Context: an optimization exercise on an open-source flow, tuned for small area. The choices shown serve that exercise and are no tape-out recipe. RTL that was checked went through simulation tests only; none was proved equivalent to the original. Power and IR drop assume default switching activity.

==> job 8043 <==
==> flow/design.v <==
module fsm
(
    input clk, reset,
    input start,
    input pfinish,
    input stop,
    output logic enable,
    output logic wr,
    output logic view,
    output logic last,
    output logic [3:0] nint,
    output logic [9:0] sel
);
    logic pf_ff, st_ff;
    always_ff @(posedge clk)
    begin
        pf_ff <= pfinish;
        st_ff <= stop;
    end
    wire pe = pfinish & ~pf_ff;
    wire se = stop & ~st_ff;
    logic run;
    logic [3:0] cnt;
    assign enable = run & ~view;
    wire fin = se | (pe & (nint == 4'd9));
    assign last = (cnt == nint);
    wire go = ~view & (run | start);
    wire inter = go & pe & ~(run & fin);
    always_ff @(posedge clk, posedge reset)
        if (reset)
        begin
            run <= 1'b0;
            view <= 1'b0;
            nint <= '0;
            cnt <= '0;
        end
        else
        begin
            if (view)
            begin
                run <= ~run & (pe | se);
                if (~run)
                begin
                    if (pe)
                        cnt <= last ? 4'd0 : cnt + 4'd1;
                    else if (se)
                        cnt <= (cnt == 4'd0) ? nint : cnt - 4'd1;
                end
            end
            else
            begin
                if (run | start)
                    run <= ~fin | ~run;
                if (run & fin)
                    view <= 1'b1;
                if (inter | (run & fin))
                    cnt <= nint;
                if (inter)
                    nint <= nint + 4'd1;
            end
        end
    always_ff @(posedge clk)
        wr <= inter;
    genvar k;
    generate
        for (k = 0; k < 10; k++)
        begin: seldec
            assign sel[k] = (cnt == k);
        end
    endgenerate
endmodule
module enc7
(
    input [3:0] a, b,
    output logic [6:0] c
);
    always_comb
        if (~a[3] & ~b[3])
            c = {1'b0, a[2:0], b[2:0]};
        else if (a[3])
            c = {2'b11, a[0], b[3:0]};
        else
            c = {3'b100, a[2:0], b[0]};
endmodule
module dec7
(
    input [6:0] c,
    output logic [3:0] a, b
);
    always_comb
        if (~c[6])
            {a, b} = {1'b0, c[5:3], 1'b0, c[2:0]};
        else if (c[5])
            {a, b} = {3'b100, c[4], c[3:0]};
        else
            {a, b} = {1'b0, c[3:1], 3'b100, c[0]};
endmodule
module enc6
(
    input [2:0] t,
    input [3:0] u,
    output [5:0] c
);
    assign c = u[3] ? {2'b11, t, u[0]} : {t, u[2:0]};
endmodule
module dec6
(
    input [5:0] c,
    output [2:0] t,
    output [3:0] u
);
    assign {t, u} = (c[5] & c[4]) ? {c[3:1], 3'b100, c[0]} : {c[5:3], 1'b0, c[2:0]};
endmodule
module counters
(
    input logic clk,
    input logic tick,
    input logic reset,
    input logic enable,
    output logic [18:0] code
);
    logic [3:0] h0, h1, s0, m0;
    logic [2:0] s1, m1;
    wire c0 = enable & tick;
    wire c1 = c0 & (h0 == 4'd9);
    wire c2 = c1 & (h1 == 4'd9);
    wire c3 = c2 & (s0 == 4'd9);
    wire c4 = c3 & (s1 == 3'd5);
    wire c5 = c4 & (m0 == 4'd9);
    always_ff @(posedge clk, posedge reset)
        if (reset)
        begin
            h0 <= '0; h1 <= '0; s0 <= '0; s1 <= '0; m0 <= '0; m1 <= '0;
        end
        else
        begin
            if (c0) h0 <= (h0 == 4'd9) ? 4'd0 : h0 + 4'd1;
            if (c1) h1 <= (h1 == 4'd9) ? 4'd0 : h1 + 4'd1;
            if (c2) s0 <= (s0 == 4'd9) ? 4'd0 : s0 + 4'd1;
            if (c3) s1 <= (s1 == 3'd5) ? 3'd0 : s1 + 3'd1;
            if (c4) m0 <= (m0 == 4'd9) ? 4'd0 : m0 + 4'd1;
            if (c5) m1 <= (m1 == 3'd5) ? 3'd0 : m1 + 3'd1;
        end
    enc7 eh (.a(h1), .b(h0), .c(code[6:0]));
    enc6 es (.t(s1), .u(s0), .c(code[12:7]));
    enc6 em (.t(m1), .u(m0), .c(code[18:13]));
endmodule
module clk_div
(
    input logic clk, reset, enable,
    output logic tick
);
    logic [3:0] d;
    assign tick = d[3] & d[1];
    always_ff @(posedge clk, posedge reset)
        if (reset)
            d <= '0;
        else
            d <= ~enable ? 4'd0 : tick ? 4'd1 : d + 4'd1;
endmodule
module blinkgen
(
    input clk,
    input reset,
    output logic blink
);
    logic [6:0] s;
    wire z = (s[5:0] == 6'd0);
    always_ff @(posedge clk, posedge reset)
        if (reset)
        begin
            s <= '0;
            blink <= 1'b0;
        end
        else
        begin
            s <= {s[5:0], s[6] ^ s[5] ^ z};
            if (z & s[6])
                blink <= ~blink;
        end
endmodule
module res_mem
(
    input clk,
    input [9:0] sel,
    input [18:0] wrdata,
    input we,
    input rdmem,
    output logic [18:0] rddata
);
    logic [18:0] data [0:8];
    always_ff @(posedge clk)
        for (int i = 0; i < 9; i++)
            if (we && sel[i])
                data[i] <= wrdata;
    always_comb
    begin
        rddata = rdmem ? 19'd0 : wrdata;
        for (int j = 0; j < 9; j++)
            rddata = rddata | ({19{rdmem & sel[j]}} & data[j]);
    end
endmodule
module view_led
(
    input [3:0] nint,
    input [9:0] sel,
    input blink,
    input view,
    output logic [9:0] led
);
    genvar i;
    generate
        for (i = 0; i < 10; i++)
        begin: ledassign
            assign led[i] = ((nint > i) | (view & (nint == i))) & ~(view & sel[i] & ~blink);
        end
    endgenerate
endmodule
module dig2seg
(
    input logic [3:0] dig,
    output logic [6:0] seg
);
    always_comb
        case (dig)
            4'd0: seg = 7'b1000000;
            4'd1: seg = 7'b1111001;
            4'd2: seg = 7'b0100100;
            4'd3: seg = 7'b0110000;
            4'd4: seg = 7'b0011001;
            4'd5: seg = 7'b0010010;
            4'd6: seg = 7'b0000010;
            4'd7: seg = 7'b1111000;
            4'd8: seg = 7'b0000000;
            4'd9: seg = 7'b0010000;
            default: seg = 7'h7F;
        endcase
endmodule
module display
(
    input logic [18:0] code,
    output logic [6:0] hex0,
    output logic [6:0] hex1,
    output logic [6:0] hex2,
    output logic [6:0] hex3,
    output logic [6:0] hex4,
    output logic [6:0] hex5
);
    logic [3:0] h0, h1, s0, m0;
    logic [2:0] s1, m1;
    dec7 dh (.c(code[6:0]), .a(h1), .b(h0));
    dec6 ds (.c(code[12:7]), .t(s1), .u(s0));
    dec6 dm (.c(code[18:13]), .t(m1), .u(m0));
    dig2seg ds1 (.dig(h0), .seg(hex0));
    dig2seg ds2 (.dig(h1), .seg(hex1));
    dig2seg ds3 (.dig(s0), .seg(hex2));
    dig2seg ds4 (.dig({1'b0, s1}), .seg(hex3));
    dig2seg ds5 (.dig(m0), .seg(hex4));
    dig2seg ds6 (.dig({1'b0, m1}), .seg(hex5));
endmodule
module stopwatch
(
    input clk,
    input reset,
    input start,
    input pfinish,
    input stop,
    output [6:0] hex0,
    output [6:0] hex1,
    output [6:0] hex2,
    output [6:0] hex3,
    output [6:0] hex4,
    output [6:0] hex5,
    output [9:0] led
);
    logic enable, wr, view, last, blink, tick;
    logic [3:0] nint;
    logic [9:0] sel;
    logic [18:0] code, rcode;
    fsm fsm
    (
        .clk(clk),
        .reset(reset),
        .start(start),
        .pfinish(pfinish),
        .stop(stop),
        .enable(enable),
        .wr(wr),
        .view(view),
        .last(last),
        .nint(nint),
        .sel(sel)
    );
    blinkgen bl (.clk(clk), .reset(reset), .blink(blink));
    view_led vl (.nint(nint), .sel(sel), .blink(blink), .view(view), .led(led));
    clk_div cdiv (.clk(clk), .reset(reset), .enable(enable), .tick(tick));
    counters c (.clk(clk), .tick(tick), .reset(reset), .enable(enable), .code(code));
    res_mem rm (.clk(clk), .sel(sel), .wrdata(code), .we(wr), .rdmem(view & ~last), .rddata(rcode));
    display d (.code(rcode), .hex0(hex0), .hex1(hex1), .hex2(hex2), .hex3(hex3), .hex4(hex4), .hex5(hex5));
endmodule
==> flow/flow/run.sh <==
#!/bin/bash
# Standard ORFS layout with area-oriented knobs: small port buffers, small
# clock buffers without dummy loads, abc buffers removed, power recovery
# (downsizing) after global routing.
set -euo pipefail
bash standard.sh \
  'BUFFER_PORTS_ARGS=-buffer_cell sky130_fd_sc_hd__buf_1' \
  'CTS_ARGS=-sink_clustering_enable -repair_clock_nets -dont_use_dummy_load -buf_list sky130_fd_sc_hd__clkbuf_8 -sink_clustering_size 18 -sink_clustering_max_diameter 60' \
  REMOVE_ABC_BUFFERS=1 \
  RECOVER_POWER=100 \
  finish > flow.log 2>&1
==> flow/standard.sh <==
#!/bin/bash
# synth_recipe.tcl (not shown) runs the flow's synth.tcl, then flattens the netlist and writes it again
# the make line also repeats each setting of config.mk as NAME=value (left out here)
make -C /OpenROAD-flow-scripts/flow DESIGN_CONFIG=/design/flow/config.mk WORK_HOME=/design/flow/orfs CLKGATE_MAP_FILE= SYNTH_SCRIPT=/design/flow/synth_recipe.tcl "${@:-finish}"
==> flow/config.mk <==
export PLATFORM = sky130hd
export DESIGN_NAME = stopwatch
export DESIGN_NICKNAME = stopwatch
export VERILOG_FILES = /design/flow/design.v
export SDC_FILE = /design/flow/constraint.sdc
export NUM_CORES = 4
export LEC_CHECK = 0
export CAP_MARGIN = 20
export CORE_MARGIN = 2
export CORE_UTILIZATION = 65
export SLEW_MARGIN = 20
==> flow/constraint.sdc <==
create_clock -name core_clock -period 10.0 [get_ports {clk}]
set_input_delay 2.0000 -clock core_clock [delete_from_list [all_inputs] [get_ports {clk}]]
set_output_delay 2.0000 -clock core_clock [all_outputs]
set_load 0.01 [all_outputs]
==> job 6604 (differences from job 8043) <==
--- a/flow/design.v
+++ b/flow/design.v
@@ -119,14 +119,25 @@
     input logic enable,
     output logic [18:0] code
 );
+    function automatic [3:0] inc9(input [3:0] d);
+        inc9 = {(d[3] & ~d[0]) | (d[2] & d[1] & d[0]),
+                d[2] ^ (d[1] & d[0]),
+                ~d[3] & (d[1] ^ d[0]),
+                ~d[0]};
+    endfunction
+    function automatic [2:0] inc5(input [2:0] t);
+        inc5 = {(t[1] & t[0]) | (t[2] & ~t[0]),
+                ~t[2] & (t[1] ^ t[0]),
+                ~t[0]};
+    endfunction
     logic [3:0] h0, h1, s0, m0;
     logic [2:0] s1, m1;
     wire c0 = enable & tick;
-    wire c1 = c0 & (h0 == 4'd9);
-    wire c2 = c1 & (h1 == 4'd9);
-    wire c3 = c2 & (s0 == 4'd9);
-    wire c4 = c3 & (s1 == 3'd5);
-    wire c5 = c4 & (m0 == 4'd9);
+    wire c1 = c0 & h0[3] & h0[0];
+    wire c2 = c1 & h1[3] & h1[0];
+    wire c3 = c2 & s0[3] & s0[0];
+    wire c4 = c3 & s1[2] & s1[0];
+    wire c5 = c4 & m0[3] & m0[0];
     always_ff @(posedge clk, posedge reset)
         if (reset)
         begin
@@ -134,12 +145,12 @@
         end
         else
         begin
-            if (c0) h0 <= (h0 == 4'd9) ? 4'd0 : h0 + 4'd1;
-            if (c1) h1 <= (h1 == 4'd9) ? 4'd0 : h1 + 4'd1;
-            if (c2) s0 <= (s0 == 4'd9) ? 4'd0 : s0 + 4'd1;
-            if (c3) s1 <= (s1 == 3'd5) ? 3'd0 : s1 + 3'd1;
-            if (c4) m0 <= (m0 == 4'd9) ? 4'd0 : m0 + 4'd1;
-            if (c5) m1 <= (m1 == 3'd5) ? 3'd0 : m1 + 3'd1;
+            if (c0) h0 <= inc9(h0);
+            if (c1) h1 <= inc9(h1);
+            if (c2) s0 <= inc9(s0);
+            if (c3) s1 <= inc5(s1);
+            if (c4) m0 <= inc9(m0);
+            if (c5) m1 <= inc5(m1);
         end
     enc7 eh (.a(h1), .b(h0), .c(code[6:0]));
     enc6 es (.t(s1), .u(s0), .c(code[12:7]));
@@ -236,6 +247,79 @@
             default: seg = 7'h7F;
         endcase
 endmodule
+module seg60
+(
+    input [5:0] c,
+    output logic [13:0] s
+);
+    always_comb
+        case (c)
+            6'd0: s = 14'd8256;
+            6'd1: s = 14'd8313;
+            6'd2: s = 14'd8228;
+            6'd3: s = 14'd8240;
+            6'd4: s = 14'd8217;
+            6'd5: s = 14'd8210;
+            6'd6: s = 14'd8194;
+            6'd7: s = 14'd8312;
+            6'd8: s = 14'd15552;
+            6'd9: s = 14'd15609;
+            6'd10: s = 14'd15524;
+            6'd11: s = 14'd15536;
+            6'd12: s = 14'd15513;
+            6'd13: s = 14'd15506;
+            6'd14: s = 14'd15490;
+            6'd15: s = 14'd15608;
+            6'd16: s = 14'd4672;
+            6'd17: s = 14'd4729;
+            6'd18: s = 14'd4644;
+            6'd19: s = 14'd4656;
+            6'd20: s = 14'd4633;
+            6'd21: s = 14'd4626;
+            6'd22: s = 14'd4610;
+            6'd23: s = 14'd4728;
+            6'd24: s = 14'd6208;
+            6'd25: s = 14'd6265;
+            6'd26: s = 14'd6180;
+            6'd27: s = 14'd6192;
+            6'd28: s = 14'd6169;
+            6'd29: s = 14'd6162;
+            6'd30: s = 14'd6146;
+            6'd31: s = 14'd6264;
+            6'd32: s = 14'd3264;
+            6'd33: s = 14'd3321;
+            6'd34: s = 14'd3236;
+            6'd35: s = 14'd3248;
+            6'd36: s = 14'd3225;
+            6'd37: s = 14'd3218;
+            6'd38: s = 14'd3202;
+            6'd39: s = 14'd3320;
+            6'd40: s = 14'd2368;
+            6'd41: s = 14'd2425;
+            6'd42: s = 14'd2340;
+            6'd43: s = 14'd2352;
+            6'd44: s = 14'd2329;
+            6'd45: s = 14'd2322;
+            6'd46: s = 14'd2306;
+            6'd47: s = 14'd2424;
+            6'd48: s = 14'd8192;
+            6'd49: s = 14'd8208;
+            6'd50: s = 14'd15488;
+            6'd51: s = 14'd15504;
+            6'd52: s = 14'd4608;
+            6'd53: s = 14'd4624;
+            6'd54: s = 14'd6144;
+            6'd55: s = 14'd6160;
+            6'd56: s = 14'd3200;
+            6'd57: s = 14'd3216;
+            6'd58: s = 14'd2304;
+            6'd59: s = 14'd2320;
+            6'd60: s = 14'd3200;
+            6'd61: s = 14'd3216;
+            6'd62: s = 14'd2304;
+            6'd63: s = 14'd2320;
+        endcase
+endmodule
 module display
 (
     input logic [18:0] code,
@@ -246,17 +330,12 @@
     output logic [6:0] hex4,
     output logic [6:0] hex5
 );
-    logic [3:0] h0, h1, s0, m0;
-    logic [2:0] s1, m1;
+    logic [3:0] h0, h1;
     dec7 dh (.c(code[6:0]), .a(h1), .b(h0));
-    dec6 ds (.c(code[12:7]), .t(s1), .u(s0));
-    dec6 dm (.c(code[18:13]), .t(m1), .u(m0));
     dig2seg ds1 (.dig(h0), .seg(hex0));
     dig2seg ds2 (.dig(h1), .seg(hex1));
-    dig2seg ds3 (.dig(s0), .seg(hex2));
-    dig2seg ds4 (.dig({1'b0, s1}), .seg(hex3));
-    dig2seg ds5 (.dig(m0), .seg(hex4));
-    dig2seg ds6 (.dig({1'b0, m1}), .seg(hex5));
+    seg60 ss (.c(code[12:7]), .s({hex3, hex2}));
+    seg60 sm (.c(code[18:13]), .s({hex5, hex4}));
 endmodule
 module stopwatch
 (
==> flow/flow/run.sh (replaced) <==
#!/bin/bash
# Standard ORFS layout with area-oriented knobs:
#  - synthesis: the standard flow's synthesis script with the combinational mapping done by
#    an area-oriented ABC script (flow/area.abc) and no adder extraction;
#    registers are mapped exactly as in the standard synthesis
#  - small port buffers, small clock buffers without dummy loads
# Each tool's output goes to the ORFS logs under orfs/logs; make's output to flow.log.
set -euo pipefail
W=$(pwd)
export AREA_ABC_SCRIPT=$W/flow/area.abc
bash standard.sh \
  SYNTH_SCRIPT=$W/flow/mysynth.tcl \
  ADDER_MAP_FILE= \
  'BUFFER_PORTS_ARGS=-buffer_cell sky130_fd_sc_hd__buf_1' \
  'CTS_ARGS=-sink_clustering_enable -repair_clock_nets -dont_use_dummy_load -buf_list sky130_fd_sc_hd__clkbuf_8 -sink_clustering_size 18 -sink_clustering_max_diameter 60' \
  finish > flow.log 2>&1
==> flow/flow/area.abc (new file) <==
strash
&get -n
&deepsyn -T 30
&dch -f
&nf -R 1000
&put
==> flow/flow/mysynth.tcl (new file) <==
proc synth {args} { yosys synth -nofsm -noshare {*}$args }
# map the combinational logic with an area-oriented ABC script
proc abc {args} {
  set i [lsearch -exact $args -script]
  if {$i >= 0} { lset args [expr {$i + 1}] $::env(AREA_ABC_SCRIPT) }
  set j [lsearch -exact $args -D]
  if {$j >= 0} { set args [lreplace $args $j [expr {$j + 1}]] }
  yosys abc {*}$args
}
source $::env(SCRIPTS_DIR)/synth.tcl
# left out here: clear keep_hierarchy, flatten, clean up, hide names made inside functions, write 1_2_yosys.v
Settings changed: GPL_TIMING_DRIVEN set to 0.
==> comparison <==
Between job 8043 and job 6604, the lower setup slack is in job 8043 (gap 1400 ps).
Against job 8043, the core utilization of job 6604 is higher by 2.3 points.
Between job 8043 and job 6604, the lower critical path depth is in job 6604 (gap 1).
Job 8043 completed, yet does not pass: max-capacitance violations, max-slew violations. Job 6604 finished with timing, DRC and antenna clean.
Between job 8043 and job 6604, the lower die area is in job 6604 (gap 16%, measured against job 6604).
Sequential cell count is the same in job 8043 and job 6604.
In job 6604 the clock skew is higher than in job 8043, by 7.3 ps.
In job 6604 the synthesized area is smaller than in job 8043, by 14%.
==> figures <==
	job 8043	job 6604
Proportion of power drawn by combinational gates	0.483	0.559
Switch share	0.434	0.437
Outcome	failed layout checks	no timing/DRC/antenna violations
Layout check failures	max-capacitance violations, max-slew violations	-
Detailed-route wire length	24900 um	19800 um
Seq/Total Area, Yosys	0.612	0.713
Die outline height	130 um	121 um
WP depth	15	14
Power dissipated in the clock network	0.000408 W	0.000400 W
Setup clock skew after layout	37.1 ps	44.4 ps
Met3 routed WL	2000 um	1690 um
Met3 layer usage reported by global route	0.0398	0.0358
Global-route wire length before repair	38300 um	30500 um
Multi-input gates	530	383
Worst Hold Margin	375 ps	350 ps
Logic depth of the worst register-to-register path	5	10
The RTL of job 6604 was laid out without a check of its function.

separate check: timing with driven ports:
Ports are ideal in the flow. The routed layouts listed here were re-timed in OpenROAD. Step 1, drivers: a clkbuf_16 drives clk and a buf_2 each remaining input, both assumed. Step 2 adds t to the input delays and takes it off the output delays; t is the mean of the earliest and latest rising clock arrival at the registers after step 1. Input paths then give back, and output paths get back, about the clock's delay inside the block. Three values: ideal, step 1, step 2; two values: the first two.
| run | shift t [ns] | setup slack, ns | worst register clock-pin slew, ns | worst slew at a driven data input, ns |
|---|---|---|---|---|
| job 8043 | 0.547 | 2.171 / 2.131 / 2.678 | 0.11 / 0.11 | 0.03 |
| job 6604 | 0.530 | 3.527 / 3.489 / 4.019 | 0.11 / 0.11 | 0.03 |
